Background: an optimization exercise with open tools, aiming at small area. Do not read the settings as production practice.
The RTL was checked by simulation tests, not by an equivalence proof against the original design.
No driver is modelled on the clock port, so clocking that relies on it looks cheaper here than on a real chip.
Power figures rest on the tool's default switching activity, not on a simulated workload.

**flow/constraint.sdc**
```tcl
create_clock -name core_clock -period 5.0 [get_ports {clk}]
set_input_delay 1.0000 -clock core_clock [delete_from_list [all_inputs] [get_ports {clk}]]
set_output_delay 1.0000 -clock core_clock [all_outputs]
set_load 0.01 [all_outputs]
```
**flow/flow/pre_cts.tcl**
```tcl
source [file join [file dirname [info script]] mtree.tcl]
build_clock_tree {
  {9 clkbuf_4 clkbuf_2}
  {5 clkbuf_8 clkbuf_2}
  {10 clkbuf_4 clkbuf_2}
  {6 clkbuf_8 clkbuf_2}
  {11 clkbuf_4 clkbuf_2}
  {7 clkbuf_8 clkbuf_2}
} 0.105
```
**flow/flow/run.sh**
```bash
#!/bin/bash
# The standard ORFS layout (the standard.sh, standard synthesis included),
# with smaller port buffers, cells sized down after placement, and a small
# hand-built two-level clock tree (flow/pre_cts.tcl). Each ORFS step logs to
# orfs/logs/; make's own output goes to flow_make.log.
set -euo pipefail
bash standard.sh \
  "BUFFER_PORTS_ARGS=-buffer_cell sky130_fd_sc_hd__buf_1" \
  "POST_RESIZE_TCL=$PWD/flow/post_resize.tcl" \
  "PRE_CTS_TCL=$PWD/flow/pre_cts.tcl" \
  "CTS_ARGS=-clk_nets clk -sink_clustering_enable -dont_use_dummy_load -buf_list sky130_fd_sc_hd__clkbuf_8" \
  finish > flow_make.log 2>&1
```
**flow/config.mk**
```make
export PLATFORM = sky130hd
export DESIGN_NAME = uart_txrx
export DESIGN_NICKNAME = uart_txrx
export VERILOG_FILES = /design/flow/design.v
export SDC_FILE = /design/flow/constraint.sdc
export NUM_CORES = 4
export LEC_CHECK = 0
export CAP_MARGIN = 20
export CORE_MARGIN = 2
export CORE_UTILIZATION = 40
export PLACE_DENSITY = 0.6
export SLEW_MARGIN = 20
```
**flow/flow/post_resize.tcl**
```tcl
# After the standard placement resize: size cells down where timing allows
# (power recovery), then repair any slew or capacitance the downsizing broke.
log_cmd repair_timing -recover_power 100 -verbose
log_cmd repair_design -verbose
```
**flow/flow/mtree.tcl**
```tcl
# Manual clock tree for a small design: the register clock pins are split
# into K groups of (nearly) equal size by recursive bisection along the
# longer side; each group gets a LEAF buffer at its centre, and one ROOT
# buffer on the clock port drives the K leaf buffers.
proc mct_split {pts K} {
  if {$K <= 1} { return [list $pts] }
  set xs {}; set ys {}
  foreach p $pts { lappend xs [lindex $p 0]; lappend ys [lindex $p 1] }
  set xs [lsort -integer $xs]; set ys [lsort -integer $ys]
  set w [expr {[lindex $xs end] - [lindex $xs 0]}]
  set h [expr {[lindex $ys end] - [lindex $ys 0]}]
  set ax [expr {$w >= $h ? 0 : 1}]
  set sorted [lsort -integer -index $ax $pts]
  set k1 [expr {$K / 2}]
  set n1 [expr {int(round(double([llength $pts]) * $k1 / $K))}]
  return [concat [mct_split [lrange $sorted 0 [expr {$n1 - 1}]] $k1] \
                 [mct_split [lrange $sorted $n1 end] [expr {$K - $k1}]]]
}
proc manual_clock_tree {K leaf root} {
  set block [ord::get_db_block]
  set db [ord::get_db]
  set clknet [$block findNet clk]
  set pts {}
  set i 0
  foreach it [$clknet getITerms] {
    set bb [[$it getInst] getBBox]
    lappend pts [list [expr {([$bb xMin]+[$bb xMax])/2}] [expr {([$bb yMin]+[$bb yMax])/2}] $it]
  }
  set groups [mct_split $pts $K]
  set lm [$db findMaster $leaf]
  set rm [$db findMaster $root]
  set rootnet [odb::dbNet_create $block clknet_root]
  $rootnet setSigType CLOCK
  set k 0
  set sx 0; set sy 0
  foreach g $groups {
    set net [odb::dbNet_create $block clknet_leaf_$k]
    $net setSigType CLOCK
    set gx 0; set gy 0
    foreach p $g {
      set it [lindex $p 2]
      $it disconnect
      $it connect $net
      set gx [expr {$gx + [lindex $p 0]}]; set gy [expr {$gy + [lindex $p 1]}]
    }
    set gx [expr {$gx / [llength $g]}]; set gy [expr {$gy / [llength $g]}]
    set inst [odb::dbInst_create $block $lm clkbuf_leaf_$k]
    [$inst findITerm A] connect $rootnet
    [$inst findITerm X] connect $net
    $inst setLocation $gx $gy
    $inst setPlacementStatus PLACED
    set sx [expr {$sx + $gx}]; set sy [expr {$sy + $gy}]
    puts "clock leaf $k: [llength $g] registers"
    incr k
  }
  set rinst [odb::dbInst_create $block $rm clkbuf_root]
  [$rinst findITerm A] connect $clknet
  [$rinst findITerm X] connect $rootnet
  $rinst setLocation [expr {$sx / $K}] [expr {$sy / $K}]
  $rinst setPlacementStatus PLACED
}

# Undo manual_clock_tree: every register clock pin back on the clock port.
proc remove_manual_clock_tree {} {
  set block [ord::get_db_block]
  set clknet [$block findNet clk]
  foreach net [$block getNets] {
    if {![string match clknet_leaf_* [$net getName]]} continue
    foreach it [$net getITerms] {
      if {[string match clkbuf_leaf_* [[$it getInst] getName]]} continue
      $it disconnect
      $it connect $clknet
    }
  }
  foreach inst [$block getInsts] {
    if {[string match clkbuf_leaf_* [$inst getName]] || [$inst getName] eq "clkbuf_root"} {
      odb::dbInst_destroy $inst
    }
  }
  foreach net [$block getNets] {
    if {[string match clknet_leaf_* [$net getName]] || [$net getName] eq "clknet_root"} {
      odb::dbNet_destroy $net
    }
  }
}

proc worst_clock_pin_slew {} {
  estimate_parasitics -placement
  set worst 0
  foreach p [get_pins -hierarchical */CLK] {
    set s [get_property $p slew_max]
    if {$s > $worst} { set worst $s }
  }
  return $worst
}

proc build_clock_tree {candidates limit} {
  set_propagated_clock [all_clocks]
  foreach c $candidates {
    lassign $c K leaf root
    manual_clock_tree $K sky130_fd_sc_hd__$leaf sky130_fd_sc_hd__$root
    set s [worst_clock_pin_slew]
    puts "clock tree $K x $leaf from $root: estimated worst clock-pin slew $s"
    if {$s <= $limit} { return 1 }
    remove_manual_clock_tree
  }
  return 0
}
```
**flow/design.v**
```verilog
module paritygen(ip, clk, rst, clr, hold, set, setval, parity);
	input ip, clk, rst, clr, hold, set, setval;
	output reg parity;
	always @(posedge clk or posedge rst)
		if (rst)
			parity <= 1'b0;
		else if (clr)
			parity <= 1'b0;
		else if (set)
			parity <= setval;
		else if (!hold)
			parity <= parity ^ ip;
endmodule
module UART_Tx(TransmittedSerialData,DoneTx,DataIn,CLK_Baudin,RstTx,NewData,Flag_in);
	localparam size = 32;
	input [size-1:0] DataIn;
	input CLK_Baudin, RstTx, NewData;
	input Flag_in;
	output TransmittedSerialData;
	output DoneTx;
	localparam [5:0] ST_IDLE  = 6'd0;
	localparam [5:0] ST_FIRST = 6'd1;    
	reg [5:0] counter;
	reg [36:0] ring;
	wire idle = (counter[3:0] == 4'b0000);
	wire pend = (counter[3:0] == 4'b1000);
	wire last = ({counter[5], counter[2:0]} == 4'b0100);
	wire inj  = ({counter[5:3], counter[0]} == 4'b1001);
	wire load = idle & NewData;
	wire Parity;
	paritygen parity1(.ip(ring[1]), .clk(CLK_Baudin), .rst(RstTx), .clr(load | pend),
	                  .hold(idle), .set(last), .setval(!Flag_in), .parity(Parity));
	always @(posedge CLK_Baudin or posedge RstTx) begin
		if (RstTx)
			counter <= ST_IDLE;
		else if (load | pend)
			counter <= ST_FIRST;
		else if (last & !Flag_in)
			counter <= ST_IDLE;
		else
			counter <= {counter[4:0], counter[5] ^ counter[0]};
	end
	always @(posedge CLK_Baudin) begin
		ring[36]    <= load | ring[0];
		ring[35:34] <= ring[36:35];
		ring[33:2]  <= load ? DataIn : ring[34:3];
		ring[1]     <= load ? 1'b0 : inj ? Parity : ring[2];
		ring[0]     <= load ? 1'b1 : inj ? Parity : ring[1];
	end
	assign TransmittedSerialData = ring[0] | idle;
	assign DoneTx = idle & Parity;
endmodule
module UART_Rx(DataOut, DoneRx, SerialInputData, CLK_Baudin, RstRx, Flag_Rx, DoneTx);
	parameter size = 32;
	input SerialInputData;
	input CLK_Baudin, RstRx;
	input DoneTx;  
	output [size-1:0] DataOut;
	output DoneRx;
	output Flag_Rx;
	localparam [5:0] ST_IDLE  = 6'd0;
	localparam [5:0] ST_FIRST = 6'd1;
	reg [5:0] counter;
	reg [size+1:0] shift_reg;
	reg good;
	wire idle  = (counter[2:0] == 3'b000);
	wire check = ({counter[5:3], counter[0]} == 4'b1001);
	always @(posedge CLK_Baudin or posedge RstRx) begin
		if (RstRx) begin
			counter <= ST_IDLE;
			good <= 1'b0;
		end else begin
			if (idle)
				counter <= SerialInputData ? ST_IDLE : ST_FIRST;
			else if (check)
				counter <= ST_IDLE;
			else
				counter <= {counter[4:0], counter[5] ^ counter[0]};
			if (idle)
				good <= !SerialInputData;
			else if (!check)
				good <= good ^ SerialInputData;
		end
	end
	always @(posedge CLK_Baudin)
		shift_reg <= {SerialInputData, shift_reg[size+1:1]};
	assign DataOut = shift_reg[size-1:0];
	assign Flag_Rx = check & !good;
	assign DoneRx = idle & good;
endmodule
module uart_txrx (
    input  wire        clk,        
    input  wire        rst,        
    input  wire [31:0] tx_data,    
    input  wire        tx_start,   
    input  wire        tx_retry,   
    output wire        txd,        
    output wire        tx_done,    
    input  wire        rxd,        
    output wire [31:0] rx_data,    
    output wire        rx_done,    
    output wire        rx_error    
);
    UART_Tx u_tx (
        .TransmittedSerialData(txd),
        .DoneTx(tx_done),
        .DataIn(tx_data),
        .CLK_Baudin(clk),
        .RstTx(rst),
        .NewData(tx_start),
        .Flag_in(tx_retry)
    );
    UART_Rx u_rx (
        .DataOut(rx_data),
        .DoneRx(rx_done),
        .SerialInputData(rxd),
        .CLK_Baudin(clk),
        .RstRx(rst),
        .Flag_Rx(rx_error),
        .DoneTx(tx_done)
    );
endmodule
```
**flow/standard.sh**
```bash
#!/bin/bash
# synth_recipe.tcl (not shown) runs the flow's synth.tcl, then flattens the netlist and writes it again
# the make line also repeats each setting of config.mk as NAME=value (left out here)
make -C /OpenROAD-flow-scripts/flow DESIGN_CONFIG=/design/flow/config.mk WORK_HOME=/design/flow/orfs CLKGATE_MAP_FILE= SYNTH_SCRIPT=/design/flow/synth_recipe.tcl "${@:-finish}"
```
==> flow_summary_export.csv, run 1 <==
group,metric,value,unit
run_status,status,"timing/DRC/antenna clean",
synthesis,synth_top_area_cell,"dfxtp_1",
timing,tns,0,ns
clock_network,clk_latency,0.54,ns
synthesis,syn-num-nets,235,
synthesis,synth-edff-count,0,
timing,slew_viol_final,0,
routing,vias,1443,
place,place.gp.congestion,0.748,
layout,post-route-cell-area,2910,um2
power,power_leakage,1.20,nW
worst_setup_path,crit_path_cell_trace,"nor3_1, and2_0, buf_1",
power,pwr-share-seq,63.1,%
global_routing,grt_pass1_vias,1314,
die,die_w,88.2,um
routing,viasPerCell,4.24,
layout,diodes,0,
timing,slew_headroom,48.8,%
timing,fin_skew,0.0105,ns
clock_network,cts_resized,0,
place,numPortBuffers,72,
layout,drive_gt1_share,17.2,%
timing,fmax,363,MHz
worst_setup_path,cp-end-kind,"primary output",
layout,layout.nets,283,
timing,hold_violations,0,
place,dpl-instance-area,2830,um2
worst_setup_path,crit_arrival,1.75,ns
power,irDropWorstVdd,0.224,mV
worst_setup_path,startpoint_type,"flip-flop",
timing,setup_viol,0,
power,p_int,1.07,mW
worst_setup_path,crit_family,"simple AND/OR/NAND/NOR gates",
die,initial_core_util,41.5,%
clock_network,postCtsHoldBufs,0,
clock_network,cts_setup_buffers,0,
power,switching_share,26.5,%
hold_path,hold_class,"reg -> reg",
die,row_count,30,
synthesis,synth-warning-count,3,
worst_setup_path,worstReg2RegStart,"u_tx.counter[0]$_DFF_PP0_",
clock_network,clk_pin_slew,0.09,ns
worst_setup_path,critPathMaxFanout,4,
routing,ant_nets,0,
power,p_per_area,501,nW/um2
synthesis,seq_area_frac_synth,62.5,%
routing,wl_per_cell,11.4,um
routing,drt-initial-drc-count,15,
timing,rsz0062_at_grt,"false",
synthesis,synth-seq-cells,85,
layout,largest_reg_flops,37,
global_routing,grt_max_degree,21,
worst_setup_path,slowest_delay,0.45,ns
synthesis,async_flop_share,16.5,%
synthesis,synth.top_cell.area_share,50.1,%
synthesis,synthTopCellsByArea,"dfxtp_1, mux2_4, dfrtp_1",
synthesis,yosysUniqueCellTypes,30,
synthesis,ys.flop_type,"dfxtp_1",
die,die-area,7780,um2
hold_path,hold_end,"u_tx.ring[34]$_DFF_P_",
global_routing,grt_usage,9.26,%
hold_path,min_path_cells,0,
power,switching_power,0.387,mW
synthesis,synth.avg_cell_area,14.3,um2
hold_path,hp-start,"u_tx.ring[35]$_DFF_P_",
worst_setup_path,slowest_stage,"nor3_1",
die,dieHeight,88.2,um
layout,syn_to_final_growth,2.78,%
worst_setup_path,r2r_end,"u_tx.ring[6]$_DFF_P_",
global_routing,grt_first_pass_wirelength,5.98,mm
worst_setup_path,cp.buffers_inverters,1,
worst_setup_path,path_class,"reg -> out",
routing,wirelength,3.87,mm
die,ios,73,
timing,min_period_over_period,55.1,%
timing,tightestPinTransition,0.766,ns
die,core_area,6830,um2
global_routing,overflow,0,
flow_run,maxCapViolations,0,
timing,min_period,2.75,ns
routing,firstDrtPassIters,4,
place,hpwl,2.67,mm
worst_setup_path,cp.required,4.00,ns
worst_setup_path,reg2reg_depth,4,
synthesis,synth_cells,198,
routing,route.detailed.drc,0,
global_routing,antenna_found_initial,0,
worst_setup_path,regToRegSetupSlack,2.90,ns
power,clkPwrFrac,20.0,%
synthesis,synth.cell_area,2840,um2
power,power_frac_comb,16.8,%
[stage by stage]
| stage | hold slack, ns | total power [mW] | utilization (%) | cells | setup slack [ns] |
|---|---|---|---|---|---|
| finish | 0.328 | 1.46 | 42.7 | 340 | 2.25 |
| global route | 0.337 | 1.56 | 42.7 | 340 | 2.09 |
| CTS | 0.335 | 1.48 | 42.7 | 340 | 2.17 |
| detailed placement | 0.315 | 1.18 | 41.5 | 329 | 2.48 |
| global placement | 0.312 | 1.23 | 42.9 | 328 | 2.71 |
| floorplan | 0.310 | 1.19 | - | 198 | 3.06 |
[power groups by stage]
stage | clock network [mW] | registers (mW) | logic, mW
floorplan | 0 | 0.905 | 0.287
global placement | 0 | 0.939 | 0.286
detailed placement | 0 | 0.936 | 0.248
CTS | 0.311 | 0.922 | 0.250
global route | 0.341 | 0.942 | 0.280
finish | 0.292 | 0.921 | 0.246
[placed cells by master, fill, tap and decap left out]
| cell | synthesis | layout |
|---|---|---|
| nor4_1 | 1 | 1 |
| nor2b_1 | 2 | 2 |
| a21boi_0 | 1 | 1 |
| mux2_1 | 0 | 6 |
| clkbuf_4 | 0 | 10 |
| or4b_4 | 1 | 1 |
| nor3_4 | 1 | 1 |
| o21a_1 | 3 | 3 |
| dfxtp_1 | 71 | 71 |
| inv_1 | 2 | 2 |
| o41ai_1 | 1 | 1 |
| dfrtp_1 | 14 | 14 |
| xnor2_1 | 1 | 1 |
| buf_8 | 0 | 1 |
| or2_2 | 1 | 1 |
| xor2_1 | 2 | 2 |
| nand2_1 | 3 | 3 |
| nor3_1 | 3 | 3 |
| o21ai_0 | 2 | 2 |
| mux2_2 | 6 | 27 |
| buf_1 | 0 | 72 |
| nand4bb_1 | 2 | 2 |
| a211oi_1 | 1 | 1 |
| nand3b_1 | 0 | 1 |
| and2_1 | 6 | 4 |
| mux2i_1 | 1 | 1 |
| nor2_1 | 4 | 4 |
| o211a_1 | 1 | 1 |
| and2_0 | 0 | 2 |
| a21oi_1 | 1 | 1 |
| clkbuf_2 | 0 | 1 |
| nand2b_1 | 1 | 1 |
[cell usage after synthesis, types with 2 or more instances]
cell and number:
dfxtp_1 71, buf_4 32, mux2_4 27, dfrtp_1 14
and2_1 6, mux2_2 6, buf_6 4, nor2_1 4
nand2_1 3, nor3_1 3, o21a_1 3, clkbuf_1 2
inv_1 2, nand4bb_1 2, nor2b_1 2, o21ai_0 2
xor2_1 2
[layer usage]
| layer | track usage [%] | part of all wire [%] |
|---|---|---|
| met2 | 13.5 | 44 |
| met5 | 0 | 0 |
| met1 | 13.4 | 46 |
| met4 | 3.17 | 3.0 |
| met3 | 2.26 | 7.3 |
[layout make-up]
| cell class | count | area (um2) |
|---|---|---|
| fill | 694 | 3920 |
| buffer | 11 | 80.1 |
| multi-input combinational | 73 | 649 |
| sequential | 85 | 1770 |
| tap | 96 | 120 |
| timing repair buffer | 73 | 285 |
| inverter | 2 | 7.51 |
[cells by family after synthesis]
kind of cell / count (synthesis) / synth area share [%]
xor gates and xnor gates: 3 / 0.927
and+or+nand+nor: 26 / 6.44
AOI/OAI and AO/OA: 10 / 2.52
DFF: 85 / 62.5
muxes: 34 / 17.0
buffers and inverters: 40 / 10.6
[worst max path at each step]
stage | from | end | cells past startpoint
6_report | u_rx.counter[2]$_DFF_PP0_ | rx_done | 3
4_1_cts | u_tx.counter[0]$_DFF_PP0_ | tx_done | 3
2_1_floorplan | u_tx.counter[0]$_DFF_PP0_ | tx_done | 3
3_5_place_dp | tx_start | u_tx.ring[6]$_DFF_P_ | 4
5_1_grt | u_rx.counter[2]$_DFF_PP0_ | rx_done | 3
3_3_place_gp | tx_start | u_tx.ring[6]$_DFF_P_ | 3
==> run 2: changes to the inputs <==
--- a/flow/config.mk
+++ b/flow/config.mk
@@ -7,6 +7,6 @@
 export LEC_CHECK = 0
 export CAP_MARGIN = 20
 export CORE_MARGIN = 2
-export CORE_UTILIZATION = 40
-export PLACE_DENSITY = 0.6
+export CORE_UTILIZATION = 70
+export PLACE_DENSITY = 0.8
 export SLEW_MARGIN = 20
==> run 2 against run 1 <==
  * Still clean
  * Global-route usage increased by 6.0 points
  * Synthesized cell count unchanged
  * First-iteration DRC count increased by 40%
  * Register-to-register slack improved by 0.08 ns
  * Sequential cell count unchanged
  * Largest power group unchanged
==> flow_summary_export.csv, run 2 <==
group,metric,value,unit
layout,largest_reg_flops,37,
routing,vias,1426,
place,dpl-instance-area,2790,um2
timing,slew_viol_final,0,
timing,worst_hold_slack,0.336,ns
global_routing,grt_first_pass_wirelength,5.46,mm
timing,tns,0,ns
global_routing,grt_usage,15.3,%
layout,final_cell_mix,"buf_1, dfxtp_1, mux2_2",
clock_network,cts_setup_buffers,0,
timing,tightestPinTransition,0.530,ns
routing,drt-initial-drc-count,21,
power,p_per_area,502,nW/um2
die,core_area,3940,um2
layout,layout.nets,283,
worst_setup_path,regToRegSetupSlack,2.98,ns
synthesis,yosysUniqueCellTypes,30,
timing,rsz0062_at_grt,"false",
routing,wl_per_cell,12.4,um
worst_setup_path,startpoint_type,"flip-flop",
synthesis,synth-seq-cells,85,
clock_network,clk_pin_slew,0.09,ns
synthesis,synth-warning-count,3,
synthesis,synth.avg_cell_area,14.3,um2
layout,drive_gt1_share,15.6,%
timing,fin_skew,0.0112,ns
routing,wirelength,3.65,mm
synthesis,synthTopCellsByArea,"dfxtp_1, mux2_4, dfrtp_1",
synthesis,synth.cell_area,2840,um2
worst_setup_path,worstReg2RegStart,"u_tx.counter[0]$_DFF_PP0_",
synthesis,syn-num-nets,235,
worst_setup_path,crit_arrival,1.70,ns
layout,post-route-cell-area,2860,um2
synthesis,ys.flop_type,"dfxtp_1",
synthesis,async_flop_share,16.5,%
timing,min_period_over_period,54.1,%
routing,firstDrtPassIters,4,
die,die-area,4580,um2
global_routing,antenna_found_initial,0,
flow_run,maxCapViolations,0,
routing,viasPerCell,4.85,
power,irDropWorstVdd,0.287,mV
synthesis,synth-edff-count,0,
place,post-place-ws,2.55,ns
clock_network,cts_resized,0,
synthesis,synth_top_area_cell,"dfxtp_1",
worst_setup_path,path_class,"reg -> out",
timing,fmax,370,MHz
place,hpwl,2.62,mm
synthesis,synth_common_cells,"dfxtp_1, buf_4, mux2_4",
place,place.gp.congestion,0.807,
synthesis,synth_cells,198,
clock_network,postCtsHoldBufs,0,
synthesis,synth.most_common_cell,"dfxtp_1",
layout,utilization,72.6,%
layout,layout_commonest_cell,"buf_1",
synthesis,seq_area_frac_synth,62.5,%
global_routing,grt_max_degree,15,
synthesis,synth.top_cell.area_share,50.1,%
worst_setup_path,cp-end-kind,"primary output",
worst_setup_path,crit_start,"u_tx.counter[0]$_DFF_PP0_",
routing,ant_nets,0,
power,power_leakage,1.20,nW
die,dieHeight,67.6,um
timing,min_period,2.70,ns
timing,hold_violations,0,
die,initial_core_util,71.9,%
worst_setup_path,r2r_end,"u_tx.ring[16]$_DFF_P_",
place,numPortBuffers,72,
die,row_count,23,
hold_path,hold_class,"reg -> reg",
run_status,status,"timing/DRC/antenna clean",
global_routing,overflow,0,
worst_setup_path,crit_path_end,"tx_done",
layout,diodes,0,
worst_setup_path,reg2reg_depth,5,
timing,worst_slack,2.30,ns
power,power,1.44,mW
worst_setup_path,critPathMaxFanout,8,
die,die_w,67.6,um
global_routing,grt_pass1_vias,1212,
routing,route.detailed.drc,0,
layout,fin_cells,294,
timing,setup_viol,0,
timing,slew_headroom,64.6,%
die,ios,73,
worst_setup_path,cp.required,4.00,ns
clock_network,clk_latency,0.51,ns
layout,syn_to_final_growth,1.02,%
place,place_inst,284,
-- run 2: cell type report --
type	instances	area [um2]
inverters	2	7.51
well taps	50	62.6
repair buffers	74	300
multi-input cells	73	649
flip-flops and latches	85	1770
plain buffers	10	72.6
fillers	275	1080
-- run 2: how the worst min path moves through the flow --
| stage | start | endpoint | slack, ns | cells after the start |
|---|---|---|---|---|
| final | u_rx.shift_reg[33]$_DFF_P_ | u_rx.shift_reg[32]$_DFF_P_ | 0.34 | 0 |
| after global routing | u_tx.ring[35]$_DFF_P_ | u_tx.ring[34]$_DFF_P_ | 0.34 | 0 |
| after CTS | u_rx.shift_reg[33]$_DFF_P_ | u_rx.shift_reg[32]$_DFF_P_ | 0.34 | 0 |
| after detailed placement | u_rx.shift_reg[33]$_DFF_P_ | u_rx.shift_reg[32]$_DFF_P_ | 0.32 | 0 |
| after global placement | u_rx.shift_reg[33]$_DFF_P_ | u_rx.shift_reg[32]$_DFF_P_ | 0.31 | 0 |
| after floorplan | u_rx.shift_reg[32]$_DFF_P_ | u_rx.shift_reg[31]$_DFF_P_ | 0.31 | 0 |
-- run 2: kinds of logic after synthesis --
logic type      count (synthesis)  share of synthesized area, %
flops                          85                          62.5
buf+inv                        40                          10.6
mux                            34                          17.0
simple gates                   26                          6.44
compound gates                 10                          2.52
xor+xnor                        3                         0.927
-- run 2: where the power goes --
part	switching [mW]	internal (mW)	total [mW]
Sequential	0.0948	0.828	0.923
Combinational	0.0960	0.148	0.244
Clock	0.185	0.0871	0.272
Total	0.376	1.06	1.44
-- run 2: critical path: stages, from the launching register on --
cell	delay, ns
dfrtp_1	0.50
nor4_1	0.38
and2_0	0.18
buf_1	0.15
-- run 2: layer usage --
layer | global-route usage, % | up-vias | share of wire [%]
met4 | 3.83 | 0 | 2.3
met1 | 20.4 | 655 | 42
met5 | 0 | - | 0
met3 | 4.00 | 9 | 8.5
li1 | - | 719 | -
met2 | 24.8 | 43 | 47
==> run 3: changes to the inputs <==
--- a/flow/design.v
+++ b/flow/design.v
@@ -1,15 +1,8 @@
-module paritygen(ip, clk, rst, clr, hold, set, setval, parity);
-	input ip, clk, rst, clr, hold, set, setval;
+module paritygen(ip, clk, clr, parity);
+	input ip, clk, clr;
 	output reg parity;
-	always @(posedge clk or posedge rst)
-		if (rst)
-			parity <= 1'b0;
-		else if (clr)
-			parity <= 1'b0;
-		else if (set)
-			parity <= setval;
-		else if (!hold)
-			parity <= parity ^ ip;
+	always @(posedge clk)
+		parity <= !clr & (parity ^ ip);
 endmodule
 module UART_Tx(TransmittedSerialData,DoneTx,DataIn,CLK_Baudin,RstTx,NewData,Flag_in);
 	localparam size = 32;
@@ -17,7 +10,7 @@
 	input CLK_Baudin, RstTx, NewData;
 	input Flag_in;
 	output TransmittedSerialData;
-	output DoneTx;
+	output reg DoneTx;
 	localparam [5:0] ST_IDLE  = 6'd0;
 	localparam [5:0] ST_FIRST = 6'd1;    
 	reg [5:0] counter;
@@ -28,17 +21,23 @@
 	wire inj  = ({counter[5:3], counter[0]} == 4'b1001);
 	wire load = idle & NewData;
 	wire Parity;
-	paritygen parity1(.ip(ring[1]), .clk(CLK_Baudin), .rst(RstTx), .clr(load | pend),
-	                  .hold(idle), .set(last), .setval(!Flag_in), .parity(Parity));
+	paritygen parity1(.ip(ring[1]), .clk(CLK_Baudin), .clr(idle | pend), .parity(Parity));
 	always @(posedge CLK_Baudin or posedge RstTx) begin
-		if (RstTx)
+		if (RstTx) begin
 			counter <= ST_IDLE;
-		else if (load | pend)
-			counter <= ST_FIRST;
-		else if (last & !Flag_in)
-			counter <= ST_IDLE;
-		else
-			counter <= {counter[4:0], counter[5] ^ counter[0]};
+			DoneTx <= 1'b0;
+		end else begin
+			if (load | pend)
+				counter <= ST_FIRST;
+			else if (last & !Flag_in)
+				counter <= ST_IDLE;
+			else
+				counter <= {counter[4:0], counter[5] ^ counter[0]};
+			if (load)
+				DoneTx <= 1'b0;
+			else if (last)
+				DoneTx <= !Flag_in;
+		end
 	end
 	always @(posedge CLK_Baudin) begin
 		ring[36]    <= load | ring[0];
@@ -48,7 +47,6 @@
 		ring[0]     <= load ? 1'b1 : inj ? Parity : ring[1];
 	end
 	assign TransmittedSerialData = ring[0] | idle;
-	assign DoneTx = idle & Parity;
 endmodule
 module UART_Rx(DataOut, DoneRx, SerialInputData, CLK_Baudin, RstRx, Flag_Rx, DoneTx);
 	parameter size = 32;
==> flow/config.mk (replaced) <==
export PLATFORM = sky130hd
export DESIGN_NAME = uart_txrx
export DESIGN_NICKNAME = uart_txrx
export VERILOG_FILES = /design/flow/design.v
export SDC_FILE = /design/flow/constraint.sdc
export NUM_CORES = 4
export LEC_CHECK = 0
export CAP_MARGIN = 5
export CORE_MARGIN = 2
export CORE_UTILIZATION = 40
export PLACE_DENSITY = 0.6
export SLEW_MARGIN = 5
==> run 3 against run 2 <==
  * Still clean on timing, DRC and antenna
  * Clock power up 13%
  * Fmax down 2.7%
  * Die area up 70%
  * Combinational power up 12%
  * Worst setup slack worse by 0.075 ns
  * Synthesized cell count up 1.5%
  * Wire length up 11%
  * Critical path type unchanged
  * Critical endpoint is now txd
  * Highest routed layer unchanged
==> flow_summary_export.csv, run 3 <==
group,metric,value,unit
hold_path,hold_class,"reg -> reg",
global_routing,grt_usage,9.40,%
die,ios,73,
power,p_per_area,554,nW/um2
synthesis,synth_common_cells,"dfxtp_1, buf_4, mux2_4",
layout,syn_to_final_growth,2.25,%
die,core_area,6830,um2
worst_setup_path,path_class,"reg -> out",
timing,fin_skew,0.0119,ns
layout,layout.nets,281,
worst_setup_path,crit_start,"u_tx.counter[0]$_DFF_PP0_",
global_routing,grt_pass1_vias,1303,
layout,diodes,0,
routing,viasPerCell,4.21,
worst_setup_path,cp.buffers_inverters,1,
synthesis,synth.cell_area,2840,um2
synthesis,synth_top_area_cell,"dfxtp_1",
place,numPortBuffers,72,
synthesis,ys.flop_type,"dfxtp_1",
synthesis,synthTopCellsByArea,"dfxtp_1, mux2_4, dfrtp_1",
worst_setup_path,regToRegSetupSlack,2.84,ns
timing,min_period_over_period,55.6,%
routing,firstDrtPassIters,4,
hold_path,min_path_cells,0,
global_routing,overflow,0,
worst_setup_path,reg2reg_depth,3,
hold_path,hp-start,"u_tx.ring[36]$_DFF_P_",
clock_network,clk_latency,0.48,ns
worst_setup_path,cp-end-kind,"primary output",
synthesis,synth-warning-count,3,
synthesis,synth.top_cell.area_share,50.7,%
layout,fill_cells,666,
global_routing,grt_first_pass_wirelength,6.09,mm
die,die_w,88.3,um
routing,wirelength,4.03,mm
worst_setup_path,crit_path_cell_trace,"nor4_1, or2_2, buf_1",
synthesis,synth_cells,201,
layout,largest_reg_flops,37,
worst_setup_path,crit_family,"simple AND/OR/NAND/NOR gates",
timing,worst_slack,2.22,ns
routing,drt-initial-drc-count,31,
layout,post-route-cell-area,2910,um2
place,post-place-ws,2.18,ns
global_routing,grt_max_degree,36,
routing,vias,1424,
place,place.gp.congestion,0.746,
synthesis,synth-seq-cells,86,
routing,ant_nets,0,
synthesis,syn-num-nets,238,
synthesis,async_flop_share,16.3,%
timing,rsz0062_at_grt,"false",
timing,hold_violations,0,
worst_setup_path,crit_arrival,1.78,ns
place,hpwl,2.77,mm
die,dieHeight,88.3,um
die,row_count,30,
routing,route.detailed.drc,0,
synthesis,seq_area_frac_synth,63.1,%
timing,slew_viol_final,0,
timing,fmax,360,MHz
power,power,1.61,mW
timing,min_period,2.78,ns
die,die-area,7790,um2
clock_network,cts_resized,0,
synthesis,synth.avg_cell_area,14.1,um2
die,initial_core_util,41.6,%
hold_path,hold_end,"u_tx.ring[35]$_DFF_P_",
flow_run,maxCapViolations,0,
synthesis,synth-edff-count,0,
layout,final_cell_mix,"buf_1, dfxtp_1, mux2_1",
run_status,status,"timing/DRC/antenna clean",
layout,drive_gt1_share,5.79,%
routing,wl_per_cell,11.9,um
synthesis,synth.most_common_cell,"dfxtp_1",
timing,setup_viol,0,
timing,slew_headroom,47.9,%
clock_network,clk_pin_slew,0.09,ns
power,irDropWorstVdd,0.303,mV
power,power_leakage,1.15,nW
worst_setup_path,slowest_stage,"nor4_1",
worst_setup_path,worstReg2RegStart,"u_tx.counter[0]$_DFF_PP0_",
worst_setup_path,startpoint_type,"flip-flop",
timing,tightestPinTransition,0.779,ns
clock_network,postCtsHoldBufs,0,
worst_setup_path,slowest_delay,0.49,ns
global_routing,antenna_found_initial,0,
worst_setup_path,cp.required,4.00,ns
place,dpl-instance-area,2820,um2
timing,tns,0,ns
synthesis,yosysUniqueCellTypes,30,
clock_network,cts_setup_buffers,0,
worst_setup_path,r2r_end,"u_tx.ring[32]$_DFF_P_",
worst_setup_path,critPathMaxFanout,8,
-- run 3: worst max path at each step --
stage	slack, ns	cells past startpoint	end
after floorplan	3.01	3	txd
after global placement	2.84	3	u_tx.ring[6]$_DFF_P_
after detailed placement	2.18	3	u_tx.ring[32]$_DFF_P_
after CTS	2.21	3	txd
after global routing	2.03	3	txd
final	2.22	3	txd
-- run 3: metal layers --
metal  vias to the layer above  wire [um]  global-route usage (%)
met5                         -          0                       0
met4                         0         83                    1.65
met3                         6        337                    2.52
met2                        38       1870                    15.5
met1                       664       1740                    12.6
li1                        716          -                       -
-- run 3: layout make-up --
cell class | instances | area [um2] | area share (%)
multi-input cells | 75 | 628 | 21.6
inverters | 2 | 7.51 | 0.258
flip-flops and latches | 86 | 1790 | 61.7
repair buffers | 72 | 270 | 9.30
plain buffers | 7 | 87.6 | 3.01
well taps | 96 | 120 | 4.13
-- run 3: worst reg2reg max path: stages, from the launching register on --
cell and delay (ns):
dfrtp_1 0.46, nor4_1 0.49, nand2_2 0.57, mux2_1 0.52
-- run 3: stage by stage --
stage	instances	hold WS, ns	util (%)
floorplan	201	0.310	-
global placement	331	0.312	43.0
detailed placement	331	0.314	41.2
CTS	338	0.332	42.5
global route	338	0.343	42.5
finish	338	0.326	42.5
-- run 3: cells by family after synthesis --
logic type	Yosys count	synth area share, %
AO/OA/AOI/OAI	13	3.21
XOR/XNOR	2	0.617
buffers and inverters	40	10.6
flip-flops	86	63.1
multiplexers	33	16.6
AND/OR/NAND/NOR	27	5.94
-- run 3: power breakdown --
part | leakage, nW | switching (mW) | total (mW) | internal (mW)
sequential | 0.770 | 0.113 | 1.03 | 0.916
clock | 0.0473 | 0.195 | 0.307 | 0.111
combinational | 0.329 | 0.116 | 0.274 | 0.158
==> run 4: changes to the inputs <==
--- a/flow/config.mk
+++ b/flow/config.mk
@@ -5,8 +5,8 @@
 export SDC_FILE = /design/flow/constraint.sdc
 export NUM_CORES = 4
 export LEC_CHECK = 0
-export CAP_MARGIN = 5
+export CAP_MARGIN = 20
 export CORE_MARGIN = 2
 export CORE_UTILIZATION = 40
 export PLACE_DENSITY = 0.6
-export SLEW_MARGIN = 5
+export SLEW_MARGIN = 20
==> run 4 against run 3 <==
  * Still clean
  * Design area did not move
  * Fmax stayed put
  * Global-route usage unchanged
  * First-iteration DRC count unchanged
  * Clock power hardly changed
  * Clock skew unchanged
  * Utilization is the same
  * Via count is the same
  * Combinational power about the same
  * Critical path depth unchanged
  * Final cell count did not move
  * Sequential power about the same
  * Largest power group unchanged
==> flow_summary_export.csv, run 4 <==
group,metric,value,unit
run_status,status,"timing/DRC/antenna clean",
routing,route.detailed.drc,0,
routing,vias,1424,
synthesis,ys.flop_type,"dfxtp_1",
timing,hold_violations,0,
synthesis,async_flop_share,16.3,%
synthesis,syn-num-nets,238,
routing,ant_nets,0,
hold_path,min_path_cells,0,
timing,setup_viol,0,
power,switching_share,26.4,%
worst_setup_path,cp.required,4.00,ns
synthesis,synth.top_cell.area_share,50.7,%
layout,syn_to_final_growth,2.25,%
power,pwr-share-seq,63.9,%
timing,min_period_over_period,55.6,%
hold_path,hold_end,"u_tx.ring[35]$_DFF_P_",
layout,drive_gt1_share,5.79,%
worst_setup_path,worstReg2RegStart,"u_tx.counter[0]$_DFF_PP0_",
global_routing,antenna_found_initial,0,
layout,largest_reg_flops,37,
die,initial_core_util,41.6,%
routing,viasPerCell,4.21,
die,die-area,7790,um2
layout,final_cell_mix,"buf_1, dfxtp_1, mux2_1",
clock_network,cts_resized,0,
die,core_area,6830,um2
layout,utilization,42.5,%
global_routing,grt_usage,9.40,%
timing,rsz0062_at_grt,"false",
place,hpwl,2.77,mm
worst_setup_path,critPathMaxFanout,8,
clock_network,clk_pin_slew,0.09,ns
synthesis,seq_area_frac_synth,63.1,%
routing,drt-initial-drc-count,31,
power,clkPwrFrac,19.0,%
worst_setup_path,r2r_end,"u_tx.ring[32]$_DFF_P_",
power,power_leakage,1.15,nW
synthesis,yosysUniqueCellTypes,30,
worst_setup_path,cp-end-kind,"primary output",
worst_setup_path,path_class,"reg -> out",
flow_run,maxCapViolations,0,
routing,wl_per_cell,11.9,um
timing,fin_skew,0.0119,ns
die,die_w,88.3,um
clock_network,cts_setup_buffers,0,
synthesis,synth_top_area_cell,"dfxtp_1",
synthesis,synth.avg_cell_area,14.1,um2
clock_network,clk_latency,0.48,ns
global_routing,grt_max_degree,36,
power,irDropWorstVdd,0.303,mV
timing,fmax,360,MHz
power,power_frac_comb,17.0,%
timing,tightestPinTransition,0.779,ns
worst_setup_path,regToRegSetupSlack,2.84,ns
place,numPortBuffers,72,
global_routing,grt_first_pass_wirelength,6.09,mm
synthesis,synth_cells,201,
power,switching_power,0.425,mW
synthesis,synth-seq-cells,86,
timing,min_period,2.78,ns
power,p_per_area,554,nW/um2
synthesis,synth_common_cells,"dfxtp_1, buf_4, mux2_4",
die,dieHeight,88.3,um
place,place.gp.congestion,0.746,
hold_path,hp-start,"u_tx.ring[36]$_DFF_P_",
timing,tns,0,ns
global_routing,overflow,0,
layout,diodes,0,
synthesis,synth-warning-count,3,
synthesis,synthTopCellsByArea,"dfxtp_1, mux2_4, dfrtp_1",
routing,firstDrtPassIters,4,
synthesis,synth-edff-count,0,
power,p_int,1.19,mW
global_routing,grt_pass1_vias,1303,
synthesis,synth.cell_area,2840,um2
hold_path,hold_class,"reg -> reg",
worst_setup_path,crit_arrival,1.78,ns
worst_setup_path,startpoint_type,"flip-flop",
die,row_count,30,
worst_setup_path,reg2reg_depth,3,
synthesis,synth.most_common_cell,"dfxtp_1",
layout,layout.nets,281,
timing,slew_headroom,47.9,%
die,ios,73,
timing,slew_viol_final,0,
clock_network,postCtsHoldBufs,0,
routing,wirelength,4.03,mm
==> run 4: cell counts in the layout (fill, tap and decap cells not counted) <==
Identical to the previous run, type by type.
==> run 4: worst max-delay path, cell delays in order, from the launching register on <==
cell and delay [ns]:
dfrtp_1 0.46, nor4_1 0.49, or2_2 0.20, buf_1 0.15
==> run 4: per-stage QoR <==
step | instances | total power [mW] | setup slack (ns) | hold slack [ns] | instance area, um2
after detailed placement | 331 | 1.32 | 2.18 | 0.314 | 2820
after global routing | 338 | 1.73 | 2.03 | 0.343 | 2910
final | 338 | 1.61 | 2.22 | 0.326 | 2910
after CTS | 338 | 1.64 | 2.21 | 0.332 | 2900
after floorplan | 201 | 1.37 | 3.01 | 0.310 | 2840
after global placement | 331 | 1.42 | 2.84 | 0.312 | 2940
==> run 4: area by class of cell <==
| class | instances | area, um2 |
|---|---|---|
| repair buffers | 72 | 270 |
| flip-flops and latches | 86 | 1790 |
| well taps | 96 | 120 |
| plain buffers | 7 | 87.6 |
| multi-input cells | 75 | 628 |
| fillers | 666 | 3930 |
| inverters | 2 | 7.51 |
==> run 4: power by group through the flow <==
stage	combinational [mW]	sequential [mW]	clock [mW]
final	0.274	1.03	0.307
after global routing	0.313	1.06	0.353
after CTS	0.282	1.03	0.325
after detailed placement	0.277	1.04	0
after global placement	0.363	1.06	0
after floorplan	0.352	1.02	0
==> run 4: worst max path at each step <==
stage                                   start                    end  slack, ns  depth (start not counted)
CTS                 u_tx.counter[0]$_DFF_PP0_                    txd       2.21                          3
global route        u_tx.counter[1]$_DFF_PP0_                    txd       2.03                          3
floorplan           u_tx.counter[0]$_DFF_PP0_                    txd       3.01                          3
finish              u_tx.counter[0]$_DFF_PP0_                    txd       2.22                          3
global placement                     tx_start   u_tx.ring[6]$_DFF_P_       2.84                          3
detailed placement                   tx_start  u_tx.ring[32]$_DFF_P_       2.18                          3
==> run 4: per-layer routing <==
| metal | vias up | GRT usage (%) | part of all wire (%) |
|---|---|---|---|
| met2 | 38 | 15.5 | 46 |
| li1 | 716 | - | - |
| met3 | 6 | 2.52 | 8.4 |
| met4 | 0 | 1.65 | 2.1 |
| met5 | - | 0 | 0 |
| met1 | 664 | 12.6 | 43 |
==> run 4: cell families after synthesis <==
group,count (synthesis),share of synthesized area [%]
DFF,86,63.1
buffers and inverters,40,10.6
xor gates and xnor gates,2,0.617
AOI/OAI and AO/OA,13,3.21
muxes,33,16.6
and+or+nand+nor,27,5.94
==> run 5: changes to the inputs <==
==> flow/flow/run.sh (replaced) <==
#!/bin/bash
# The standard ORFS layout (the standard.sh, standard synthesis included),
# with the capture muxes swapped for a22o cells (flow/pre_floorplan.tcl),
# smaller port buffers, cells sized down after placement, and a small
# hand-built two-level clock tree (flow/pre_cts.tcl). Each ORFS step logs to
# orfs/logs/; make's own output goes to flow_make.log.
set -euo pipefail
bash standard.sh \
  "BUFFER_PORTS_ARGS=-buffer_cell sky130_fd_sc_hd__buf_1" \
  "POST_RESIZE_TCL=$PWD/flow/post_resize.tcl" \
  "PRE_FLOORPLAN_TCL=$PWD/flow/pre_floorplan.tcl" \
  "PRE_CTS_TCL=$PWD/flow/pre_cts.tcl" \
  "CTS_ARGS=-clk_nets clk -sink_clustering_enable -dont_use_dummy_load -buf_list sky130_fd_sc_hd__clkbuf_8" \
  finish > flow_make.log 2>&1
==> flow/flow/pre_floorplan.tcl (new file) <==
# Before floorplanning: Yosys/ABC maps the transmitter's word capture (load a
# bit of tx_data or take the next ring stage) to one mux2 per bit, all on one
# select net. An a22o (8.76 um2) with the select and its inverse, the inverse
# made once by a shared inverter, does the same in less area than a mux2
# (11.26 um2), so swap every mux2 whose select drives two or more of them.
# Buffers left without a load are removed by the floorplan step.
set block [ord::get_db_block]
set db [ord::get_db]
set a22o [$db findMaster sky130_fd_sc_hd__a22o_1]
set inv [$db findMaster sky130_fd_sc_hd__inv_1]
# the net a select comes from before any buffers ABC put on it
proc unbuffered {net} {
  while 1 {
    set drv ""
    foreach it [$net getITerms] { if {[$it isOutputSignal]} { set drv [$it getInst] } }
    if {$drv eq "" || ![string match sky130_fd_sc_hd__buf_* [[$drv getMaster] getName]]} {
      return $net
    }
    set net [[$drv findITerm A] getNet]
  }
}
set bysel [dict create]
foreach inst [$block getInsts] {
  if {![string match sky130_fd_sc_hd__mux2_* [[$inst getMaster] getName]]} continue
  set snet [unbuffered [[$inst findITerm S] getNet]]
  dict lappend bysel [$snet getId] $inst
}
set n 0
set swapped 0
dict for {sid insts} $bysel {
  if {[llength $insts] < 2} continue
  set snet [odb::dbNet_getNet $block $sid]
  set nnet [odb::dbNet_create $block mux_sel_n_$n]
  set iv [odb::dbInst_create $block $inv mux_sel_inv_$n]
  [$iv findITerm A] connect $snet
  [$iv findITerm Y] connect $nnet
  foreach inst $insts {
    set a0 [[$inst findITerm A0] getNet]
    set a1 [[$inst findITerm A1] getNet]
    set x [[$inst findITerm X] getNet]
    set name [$inst getName]
    odb::dbInst_destroy $inst
    set g [odb::dbInst_create $block $a22o $name]
    [$g findITerm A1] connect $snet
    [$g findITerm A2] connect $a1
    [$g findITerm B1] connect $nnet
    [$g findITerm B2] connect $a0
    [$g findITerm X] connect $x
    incr swapped
  }
  incr n
}
puts "pre_floorplan: $swapped mux2 cells on $n select nets swapped for a22o"
==> run 5 against run 4 <==
  * Largest cell class unchanged
  * Die area down 6.7%
  * Critical path type unchanged
  * Area after synthesis down 7.0%
  * First-iteration DRC count up 140%
  * Clock power about the same
  * Critical path depth unchanged
  * Design area down 3.4%
  * Clock skew down 0.0060 ns
  * Synthesized cell count down 0.50%
  * Final cell count down 5.3%
  * Worst hold slack better by 0.0028 ns
  * Sequential cell count unchanged
  * Still clean on timing, DRC and antenna
==> flow_summary_export.csv, run 5 <==
group,metric,value,unit
worst_setup_path,crit_arrival,1.81,ns
timing,min_period,2.81,ns
hold_path,hold_class,"reg -> reg",
worst_setup_path,slowest_delay,0.52,ns
global_routing,grt_usage,10.9,%
layout,fill_cells,617,
run_status,status,"timing/DRC/antenna clean",
die,ios,73,
power,irDropWorstVdd,0.302,mV
worst_setup_path,crit_path_cell_trace,"nor4_1, or2_2, buf_1",
power,p_per_area,585,nW/um2
timing,tns,0,ns
hold_path,min_path_cells,0,
layout,syn_to_final_growth,6.21,%
synthesis,synth.avg_cell_area,13.2,um2
die,core_area,6390,um2
layout,final_cell_mix,"buf_1, dfxtp_1, a22o_1",
timing,fin_skew,0.00594,ns
routing,wirelength,4.12,mm
synthesis,syn-num-nets,237,
routing,vias,1497,
place,hpwl,2.72,mm
place,place.gp.congestion,0.811,
layout,largest_reg_flops,37,
layout,utilization,43.9,%
clock_network,clk_latency,0.48,ns
synthesis,synth.cell_area,2640,um2
global_routing,antenna_found_initial,0,
die,die-area,7270,um2
timing,min_period_over_period,56.2,%
worst_setup_path,regToRegSetupSlack,2.29,ns
synthesis,synth_cells,200,
global_routing,grt_max_degree,37,
routing,viasPerCell,4.68,
die,dieHeight,85.3,um
clock_network,cts_setup_buffers,0,
worst_setup_path,cp-end-kind,"primary output",
die,die_w,85.3,um
die,row_count,29,
place,post-place-ws,1.78,ns
worst_setup_path,worstReg2RegStart,"u_tx.counter[1]$_DFF_PP0_",
hold_path,hold_end,"u_rx.shift_reg[31]$_DFF_P_",
synthesis,synth-warning-count,3,
worst_setup_path,crit_family,"simple AND/OR/NAND/NOR gates",
clock_network,cts_resized,0,
layout,layout.nets,282,
timing,worst_slack,2.19,ns
worst_setup_path,critPathMaxFanout,7,
routing,drt-initial-drc-count,75,
worst_setup_path,slowest_stage,"nor4_1",
layout,seq_area,1790,um2
clock_network,clk_pin_slew,0.09,ns
global_routing,overflow,0,
layout,diodes,0,
timing,hold_violations,0,
flow_run,maxCapViolations,0,
layout,multiInputGateArea,548,um2
timing,rsz0062_at_grt,"false",
worst_setup_path,cp.required,4.00,ns
die,initial_core_util,41.4,%
clock_network,postCtsHoldBufs,0,
timing,setup_viol,0,
worst_setup_path,r2r_end,"u_tx.ring[11]$_DFF_P_",
layout,drive_gt1_share,3.70,%
power,power_leakage,1.11,nW
worst_setup_path,startpoint_type,"flip-flop",
routing,route.detailed.drc,0,
hold_path,hp-start,"u_rx.shift_reg[32]$_DFF_P_",
timing,tightestPinTransition,0.979,ns
timing,slew_viol_final,0,
routing,firstDrtPassIters,4,
global_routing,grt_first_pass_wirelength,6.73,mm
timing,fmax,356,MHz
worst_setup_path,path_class,"reg -> out",
timing,slew_headroom,34.6,%
routing,ant_nets,0,
worst_setup_path,cp.buffers_inverters,1,
routing,wl_per_cell,12.9,um
global_routing,grt_pass1_vias,1402,
worst_setup_path,reg2reg_depth,4,
place,numPortBuffers,72,
## run 5: metal layers
metal  vias up  track usage (%)  wire, um  share of wire (%)
li1        746                -         -                  -
met1       694             15.4      1960                 48
met5         -                0         0                  0
met2        52             16.5      1650                 40
met3         5             3.79       451                 11
met4         0             1.59        61                1.5
## run 5: power breakdown
group          leakage [nW]  internal, mW  switching [mW]  total (mW)
Sequential            0.769         0.913           0.117        1.03
Combinational         0.297         0.190           0.117       0.307
Clock                0.0473         0.111           0.193       0.304
Total                  1.11          1.21           0.428        1.64
## run 5: final cells by class
cell class	count	area share [%]
buffer	7	3.12
inverter	3	0.401
multi-input combinational	75	19.5
sequential	86	63.9
tap	77	3.43
timing repair buffer	72	9.63
## run 5: stage by stage
stage	instances	power, mW	cell area [um2]	hold slack, ns
after floorplan	200	1.31	2640	0.310
after global placement	313	1.36	2740	0.311
after detailed placement	313	1.35	2720	0.314
after CTS	320	1.66	2800	0.327
after global routing	320	1.75	2810	0.339
final	320	1.64	2810	0.329
## run 5: worst max-delay path by stage
stage,to,slack (ns),depth (start not counted),start
final,txd,2.19,3,u_tx.counter[1]$_DFF_PP0_
after global routing,u_tx.ring[17]$_DFF_P_,1.94,4,u_tx.counter[1]$_DFF_PP0_
after CTS,u_tx.ring[11]$_DFF_P_,1.92,4,u_tx.counter[1]$_DFF_PP0_
after detailed placement,u_tx.ring[11]$_DFF_P_,1.78,4,tx_start
after global placement,u_tx.ring[11]$_DFF_P_,2.45,4,tx_start
after floorplan,txd,3.01,3,u_tx.counter[0]$_DFF_PP0_
==> run 6: changes to the inputs <==
--- a/flow/flow/run.sh
+++ b/flow/flow/run.sh
@@ -1,11 +1,15 @@
 #!/bin/bash
 # The standard ORFS layout (the standard.sh, standard synthesis included),
-# with the capture muxes swapped for a22o cells (flow/pre_floorplan.tcl),
+# with the capture muxes swapped for a22o cells and the rest of the logic
+# remapped for area by OpenROAD's restructure (flow/pre_floorplan.tcl),
 # smaller port buffers, cells sized down after placement, and a small
 # hand-built two-level clock tree (flow/pre_cts.tcl). Each ORFS step logs to
 # orfs/logs/; make's own output goes to flow_make.log.
 set -euo pipefail
+python3 flow/filt_lib.py "$FLOW_HOME/platforms/sky130hd/lib/sky130_fd_sc_hd__tt_025C_1v80.lib" \
+  "$PWD/rmp.lib" > filt_lib.log 2>&1
 bash standard.sh \
+  "RMP_LIB=$PWD/rmp.lib" \
   "BUFFER_PORTS_ARGS=-buffer_cell sky130_fd_sc_hd__buf_1" \
   "POST_RESIZE_TCL=$PWD/flow/post_resize.tcl" \
   "PRE_FLOORPLAN_TCL=$PWD/flow/pre_floorplan.tcl" \
==> flow/flow/filt_lib.py (new file) <==
# Copy a liberty file without the cells ORFS marks don't-use for sky130hd
# (probe cells, lpflow cells), for ABC to map to.
import re, sys
src, dst = sys.argv[1], sys.argv[2]
drop = re.compile(r'sky130_fd_sc_hd__(probe|lpflow_)')
out = []
skip_depth = None
depth = 0
with open(src) as f:
    for line in f:
        if skip_depth is None:
            m = re.match(r'\s*cell\s*\(\s*"?([^")]+)"?\s*\)', line)
            if m and drop.match(m.group(1)):
                skip_depth = depth
        opens = line.count('{'); closes = line.count('}')
        if skip_depth is None:
            out.append(line)
        depth += opens - closes
        if skip_depth is not None and depth <= skip_depth:
            skip_depth = None
with open(dst, 'w') as g:
    g.writelines(out)
--- a/flow/flow/pre_floorplan.tcl
+++ b/flow/flow/pre_floorplan.tcl
@@ -51,3 +51,14 @@
   incr n
 }
 puts "pre_floorplan: $swapped mux2 cells on $n select nets swapped for a22o"
+
+# Then let OpenROAD's restructure remap the combinational logic with ABC for
+# area, against a copy of the library without the don't-use cells (run.sh
+# writes it).
+set rmp_dir $::env(OBJECTS_DIR)/rmp
+file mkdir $rmp_dir
+set_dont_use $::env(DONT_USE_CELLS)
+restructure -target area -liberty_file $::env(RMP_LIB) \
+  -tielo_port sky130_fd_sc_hd__conb_1/LO -tiehi_port sky130_fd_sc_hd__conb_1/HI \
+  -work_dir $rmp_dir -abc_logfile $rmp_dir/abc.log
+report_design_area
==> run 6 against run 5 <==
  * The run now fails in floorplan
  * Synthesized cell count rose by 0.50%
==> flow_summary_export.csv, run 6 <==
group,metric,value,unit
run_status,status,"did not finish",
run_status,lastStage,"floorplan",
run_status,error,"[ERROR EST-0104] inconsistent parasitics state",
synthesis,synth_cells,201,
die,row_count,28,
die,initial_core_util,41.6,%
synthesis,synth-warning-count,3,
die,dieHeight,82.5,um
die,die_w,82.5,um
==> run 7: changes to the inputs <==
--- a/flow/flow/run.sh
+++ b/flow/flow/run.sh
@@ -1,7 +1,8 @@
 #!/bin/bash
 # The standard ORFS layout (the standard.sh, standard synthesis included),
 # with the capture muxes swapped for a22o cells and the rest of the logic
-# remapped for area by OpenROAD's restructure (flow/pre_floorplan.tcl),
+# remapped for area by OpenROAD's restructure (flow/pre_floorplan.tcl,
+# flow/post_floorplan.tcl),
 # smaller port buffers, cells sized down after placement, and a small
 # hand-built two-level clock tree (flow/pre_cts.tcl). Each ORFS step logs to
 # orfs/logs/; make's own output goes to flow_make.log.
@@ -13,6 +14,7 @@
   "BUFFER_PORTS_ARGS=-buffer_cell sky130_fd_sc_hd__buf_1" \
   "POST_RESIZE_TCL=$PWD/flow/post_resize.tcl" \
   "PRE_FLOORPLAN_TCL=$PWD/flow/pre_floorplan.tcl" \
+  "POST_FLOORPLAN_TCL=$PWD/flow/post_floorplan.tcl" \
   "PRE_CTS_TCL=$PWD/flow/pre_cts.tcl" \
   "CTS_ARGS=-clk_nets clk -sink_clustering_enable -dont_use_dummy_load -buf_list sky130_fd_sc_hd__clkbuf_8" \
   finish > flow_make.log 2>&1
==> flow/flow/post_floorplan.tcl (new file) <==
# After floorplanning: let OpenROAD's restructure remap the combinational
# logic with ABC for area, against a copy of the library without the don't-use cells (run.sh
# writes it).
set rmp_dir $::env(OBJECTS_DIR)/rmp
file mkdir $rmp_dir
set_dont_use $::env(DONT_USE_CELLS)
restructure -target area -liberty_file $::env(RMP_LIB) \
  -tielo_port sky130_fd_sc_hd__conb_1/LO -tiehi_port sky130_fd_sc_hd__conb_1/HI \
  -work_dir $rmp_dir -abc_logfile $rmp_dir/abc.log
report_design_area
--- a/flow/flow/pre_floorplan.tcl
+++ b/flow/flow/pre_floorplan.tcl
@@ -52,13 +52,3 @@
 }
 puts "pre_floorplan: $swapped mux2 cells on $n select nets swapped for a22o"
 
-# Then let OpenROAD's restructure remap the combinational logic with ABC for
-# area, against a copy of the library without the don't-use cells (run.sh
-# writes it).
-set rmp_dir $::env(OBJECTS_DIR)/rmp
-file mkdir $rmp_dir
-set_dont_use $::env(DONT_USE_CELLS)
-restructure -target area -liberty_file $::env(RMP_LIB) \
-  -tielo_port sky130_fd_sc_hd__conb_1/LO -tiehi_port sky130_fd_sc_hd__conb_1/HI \
-  -work_dir $rmp_dir -abc_logfile $rmp_dir/abc.log
-report_design_area
==> run 7 against run 6 <==
  * Now clean on timing, DRC and antenna
  * Synthesized cell count fell by 0.50%
==> flow_summary_export.csv, run 7 <==
group,metric,value,unit
run_status,status,"timing/DRC/antenna clean",
global_routing,grtUsageMet3,2.33,%
worst_setup_path,path_class,"reg -> out",
die,ios,73,
die,row_count,29,
worst_setup_path,cp.required,4.00,ns
global_routing,overflow,0,
timing,slew_viol_final,0,
flow_run,maxCapViolations,0,
hold_path,hold_class,"reg -> reg",
layout,drive_gt1_share,3.24,%
worst_setup_path,critPathMaxFanout,5,
power,irDropWorstVdd,0.237,mV
routing,vias,1550,
synthesis,synth.avg_cell_area,13.2,um2
place,place.gp.congestion,0.879,
global_routing,antenna_found_initial,0,
global_routing,grt_util_met2,16.1,%
routing,wirelength,4.09,mm
die,die_w,85.3,um
place,place_inst,317,
synthesis,synth_cells,200,
global_routing,grt_first_pass_wirelength,6.62,mm
timing,fmax,341,MHz
global_routing,grtUsageMet1,16.2,%
layout,seq_area,1790,um2
timing,hold_violations,0,
layout,final_cell_mix,"buf_1, dfxtp_1, a22o_1",
layout,fin_cells,324,
timing,fin_skew,0.00629,ns
timing,min_period,2.94,ns
timing,rsz0062_at_grt,"false",
global_routing,grt_max_degree,37,
die,initial_core_util,41.4,%
routing,drt-initial-drc-count,48,
synthesis,synth-warning-count,3,
routing,firstDrtPassIters,4,
synthesis,syn-num-nets,237,
global_routing,grt_pass1_vias,1413,
clock_network,clk_latency,0.47,ns
place,hpwl,2.81,mm
worst_setup_path,crit_arrival,1.94,ns
power,power,1.38,mW
timing,setup_viol,0,
clock_network,clk_pin_slew,0.09,ns
power,p_per_area,493,nW/um2
synthesis,synth.cell_area,2640,um2
global_routing,grt_usage,10.7,%
worst_setup_path,startpoint_type,"flip-flop",
timing,tns,0,ns
routing,wl_per_cell,12.6,um
place,numPortBuffers,72,
worst_setup_path,cp-end-kind,"primary output",
layout,largest_reg_flops,37,
routing,route.detailed.drc,0,
global_routing,grt.busiest_layer,"met1",
layout,utilization,43.8,%
clock_network,cts_resized,0,
routing,ant_nets,0,
layout,diodes,0,
clock_network,postCtsHoldBufs,0,
layout,multiInputGateArea,502,um2
timing,tightestPinTransition,0.887,ns
die,die-area,7270,um2
layout,layout.nets,286,
die,dieHeight,85.3,um
die,core_area,6390,um2
timing,slew_headroom,40.5,%
clock_network,cts_setup_buffers,0,
routing,viasPerCell,4.78,
layout,syn_to_final_growth,5.87,%
layout,fill_cells,622,
power,power_leakage,1.09,nW
timing,min_period_over_period,58.7,%
run 7: critical path, cell delays in order (launching register included):
cell and delay (ns):
dfrtp_1 0.38, clkinv_1 0.11, nor4_1 0.62, nor2b_1 0.21, buf_1 0.15
run 7: where the power goes:
group          switching, mW  total [mW]  internal (mW)  leakage, nW
sequential            0.0606       0.864          0.804        0.766
clock                  0.188       0.300          0.111       0.0473
combinational          0.111       0.215          0.104        0.279
total                  0.360        1.38           1.02         1.09
run 7: worst paths after layout:
| check | depth (start not counted) | to | slack (ns) | start |
|---|---|---|---|---|
| min in group asynchronous | 2 | u_tx.counter[4]$_DFF_PP0_ | 0.45 | rst |
| worst max-delay path | 4 | rx_error | 2.06 | u_rx.counter[0]$_DFF_PP0_ |
| worst min register to register | 0 | u_rx.shift_reg[31]$_DFF_P_ | 0.33 | u_rx.shift_reg[32]$_DFF_P_ |
| worst max register to register | 7 | u_tx.ring[0]$_SDFF_PP1_ | 2.55 | u_tx.counter[0]$_DFF_PP0_ |
| worst min-delay path | 0 | u_rx.shift_reg[31]$_DFF_P_ | 0.33 | u_rx.shift_reg[32]$_DFF_P_ |
| max in group asynchronous | 2 | u_rx.counter[3]$_DFF_PP0_ | 4.29 | rst |
run 7: cell type report:
| class | instances | area share, % |
|---|---|---|
| Inverter | 11 | 1.48 |
| Sequential cell | 86 | 64.1 |
| Multi-Input combinational cell | 70 | 17.9 |
| Buffer | 7 | 3.13 |
| Tap cell | 77 | 3.45 |
| Timing Repair Buffer | 73 | 9.93 |
run 7: routing by layer:
metal	up-vias	wire, um	part of all wire [%]
met1	735	1960	48
met3	8	341	8.3
li1	750	-	-
met4	0	75	1.8
met5	-	0	0
met2	57	1710	42
run 7: metrics by stage:
step	hold slack (ns)	worst slack, ns	area, um2
6_report	0.333	2.06	2800
2_1_floorplan	0.310	3.01	2640
3_5_place_dp	0.314	2.05	2710
4_1_cts	0.336	1.96	2800
5_1_grt	0.340	1.73	2800
3_3_place_gp	0.313	2.08	2710
==> run 8: changes to the inputs <==
--- a/flow/flow/pre_cts.tcl
+++ b/flow/flow/pre_cts.tcl
@@ -6,4 +6,4 @@
   {6 clkbuf_8 clkbuf_2}
   {11 clkbuf_4 clkbuf_2}
   {7 clkbuf_8 clkbuf_2}
-} 0.105
+} 0.115
==> run 8 against run 7 <==
  * Clock skew increased by 0.0018 ns
  * Still clean on timing, DRC and antenna
  * Combinational power is essentially flat
  * Wire length rose by 0.91%
  * Utilization shrank 0.22 points
  * Largest power group unchanged
  * Largest cell class unchanged
  * Sequential power about the same
  * Highest routed layer unchanged
  * Final cell count decreased by 0.31%
  * Global-route usage down 0.061 points
  * Clock power down 6%
==> flow_summary_export.csv, run 8 <==
group,metric,value,unit
run_status,status,"timing/DRC/antenna clean",
power,p_per_area,489,nW/um2
routing,vias,1527,
worst_setup_path,r2r_end,"u_tx.ring[0]$_SDFF_PP1_",
global_routing,overflow,0,
die,row_count,29,
place,dpl-instance-area,2710,um2
die,core_area,6390,um2
hold_path,hold_end,"u_rx.shift_reg[31]$_DFF_P_",
routing,met1Wirelength,1.98,mm
routing,wl_met3,322,um
timing,rsz0062_at_grt,"false",
timing,tns,0,ns
global_routing,grt_first_pass_wirelength,6.58,mm
routing,wl_per_cell,12.8,um
routing,firstDrtPassIters,4,
routing,highest_layer,"met4",
worst_setup_path,reg2reg_depth,7,
power,power,1.36,mW
timing,fmax,341,MHz
timing,setup_viol,0,
timing,fin_skew,0.00805,ns
global_routing,grt_pass1_vias,1404,
hold_path,hp-start,"u_rx.shift_reg[32]$_DFF_P_",
worst_setup_path,cp.required,4.00,ns
timing,min_period_over_period,58.7,%
power,irDropWorstVdd,0.247,mV
synthesis,synth.cell_area,2640,um2
timing,worst_hold_slack,0.335,ns
worst_setup_path,worstReg2RegStart,"u_tx.counter[0]$_DFF_PP0_",
global_routing,grt_usage,10.7,%
routing,viasPerCell,4.73,
synthesis,syn-num-nets,237,
die,dieHeight,85.3,um
worst_setup_path,startpoint_type,"flip-flop",
layout,seq_area,1790,um2
clock_network,cts_resized,0,
synthesis,synth-warning-count,3,
layout,multiInputGateArea,502,um2
layout,drive_gt1_share,2.85,%
die,die_w,85.3,um
timing,tightestPinTransition,0.873,ns
global_routing,antenna_found_initial,0,
routing,drt-initial-drc-count,66,
place,hpwl,2.81,mm
timing,slew_viol_final,0,
hold_path,hold_class,"reg -> reg",
clock_network,clk_latency,0.46,ns
worst_setup_path,critPathMaxFanout,5,
layout,fill_cells,628,
place,numPortBuffers,72,
layout,post-route-cell-area,2780,um2
layout,diodes,0,
timing,slew_headroom,41.4,%
layout,syn_to_final_growth,5.35,%
flow_run,maxCapViolations,0,
global_routing,grt_max_degree,37,
layout,layout.nets,285,
clock_network,clk_pin_slew,0.09,ns
clock_network,cts_setup_buffers,0,
worst_setup_path,cp-end-kind,"primary output",
synthesis,synth.avg_cell_area,13.2,um2
worst_setup_path,regToRegSetupSlack,2.56,ns
routing,route.detailed.drc,0,
clock_network,postCtsHoldBufs,0,
routing,wl_met2,1.74,mm
worst_setup_path,crit_arrival,1.93,ns
routing,ant_nets,0,
hold_path,min_path_cells,0,
die,initial_core_util,41.4,%
die,die-area,7270,um2
worst_setup_path,path_class,"reg -> out",
timing,min_period,2.93,ns
place,place.gp.congestion,0.879,
routing,wirelength,4.13,mm
timing,hold_violations,0,
die,ios,73,
power,power_leakage,1.08,nW
layout,final_cell_mix,"buf_1, dfxtp_1, a22o_1",
layout,largest_reg_flops,37,
synthesis,synth_cells,200,
layout,utilization,43.6,%
==> run 8: power breakdown <==
part,internal [mW],switching [mW],total [mW]
Combinational,0.104,0.111,0.215
Clock,0.0943,0.189,0.283
Sequential,0.804,0.0607,0.864
Total,1.00,0.360,1.36
==> run 8: area by class of cell <==
type,instances,share of cell area [%]
plain buffers,6,2.65
inverters,11,1.48
multi-input cells,70,18.0
flip-flops and latches,86,64.4
well taps,77,3.46
repair buffers,73,9.98
==> run 8: per-layer routing <==
metal  up-vias  global-route usage (%)
met2        55                    16.1
met4         0                    2.74
met5         -                       0
met3         7                    1.75
met1       716                    16.0
li1        749                       -
==> run 8: stage by stage <==
step                setup slack, ns  std cells
finish                         2.07        323
floorplan                      3.01        200
global route                   1.76        323
global placement               2.08        317
CTS                            1.98        323
detailed placement             2.05        317
==> run 8: how the worst max path moves through the flow <==
stage                         startpoint                       to  slack [ns]  cells after the start
6_report       u_rx.counter[0]$_DFF_PP0_                 rx_error        2.07                      4
5_1_grt        u_rx.counter[0]$_DFF_PP0_                 rx_error        1.76                      4
4_1_cts        u_rx.counter[0]$_DFF_PP0_                 rx_error        1.98                      4
3_5_place_dp                    tx_start  u_tx.ring[0]$_SDFF_PP1_        2.05                      5
3_3_place_gp                    tx_start  u_tx.ring[0]$_SDFF_PP1_        2.08                      5
2_1_floorplan  u_tx.counter[0]$_DFF_PP0_                      txd        3.01                      3
==> run 8: worst max-delay path, stage by stage, from the launching register on <==
cell,delay [ns]
dfrtp_1,0.38
clkinv_1,0.11
nor4_1,0.62
nor2b_1,0.21
buf_1,0.15

afterwards: timing with drivers on the ports:
The results above use ideal ports. As a check the final layouts listed here were re-extracted and re-timed, cells and wires unchanged.
Step 1, drivers: a clkbuf_16 drives clk and a buf_2 each remaining input, both assumed.
Step 2, shift: input delay + t, output delay - t, t = (earliest + latest rising clock arrival at the registers) / 2. This alone moves slack from input paths to output paths.
Slacks: ideal / step 1 / step 2; pairs: ideal / step 1.
run	t (ns)	slack for setup (ns)	hold slack, ns
run 1	0.556	2.247 / 2.222 / 2.501	0.328 / 0.328 / 0.328
run 2	0.527	2.296 / 2.271 / 2.583	0.336 / 0.336 / 0.336
run 3	0.500	2.221 / 2.195 / 2.672	0.326 / 0.326 / 0.326
run 4	0.500	2.221 / 2.195 / 2.672	0.326 / 0.326 / 0.326
run 5	0.501	2.192 / 2.165 / 2.192	0.329 / 0.329 / 0.329
run 7	0.489	2.065 / 2.038 / 2.077	0.333 / 0.333 / 0.333
run 8	0.486	2.065 / 2.039 / 2.096	0.335 / 0.335 / 0.335
After both steps every run listed still meets setup and hold.
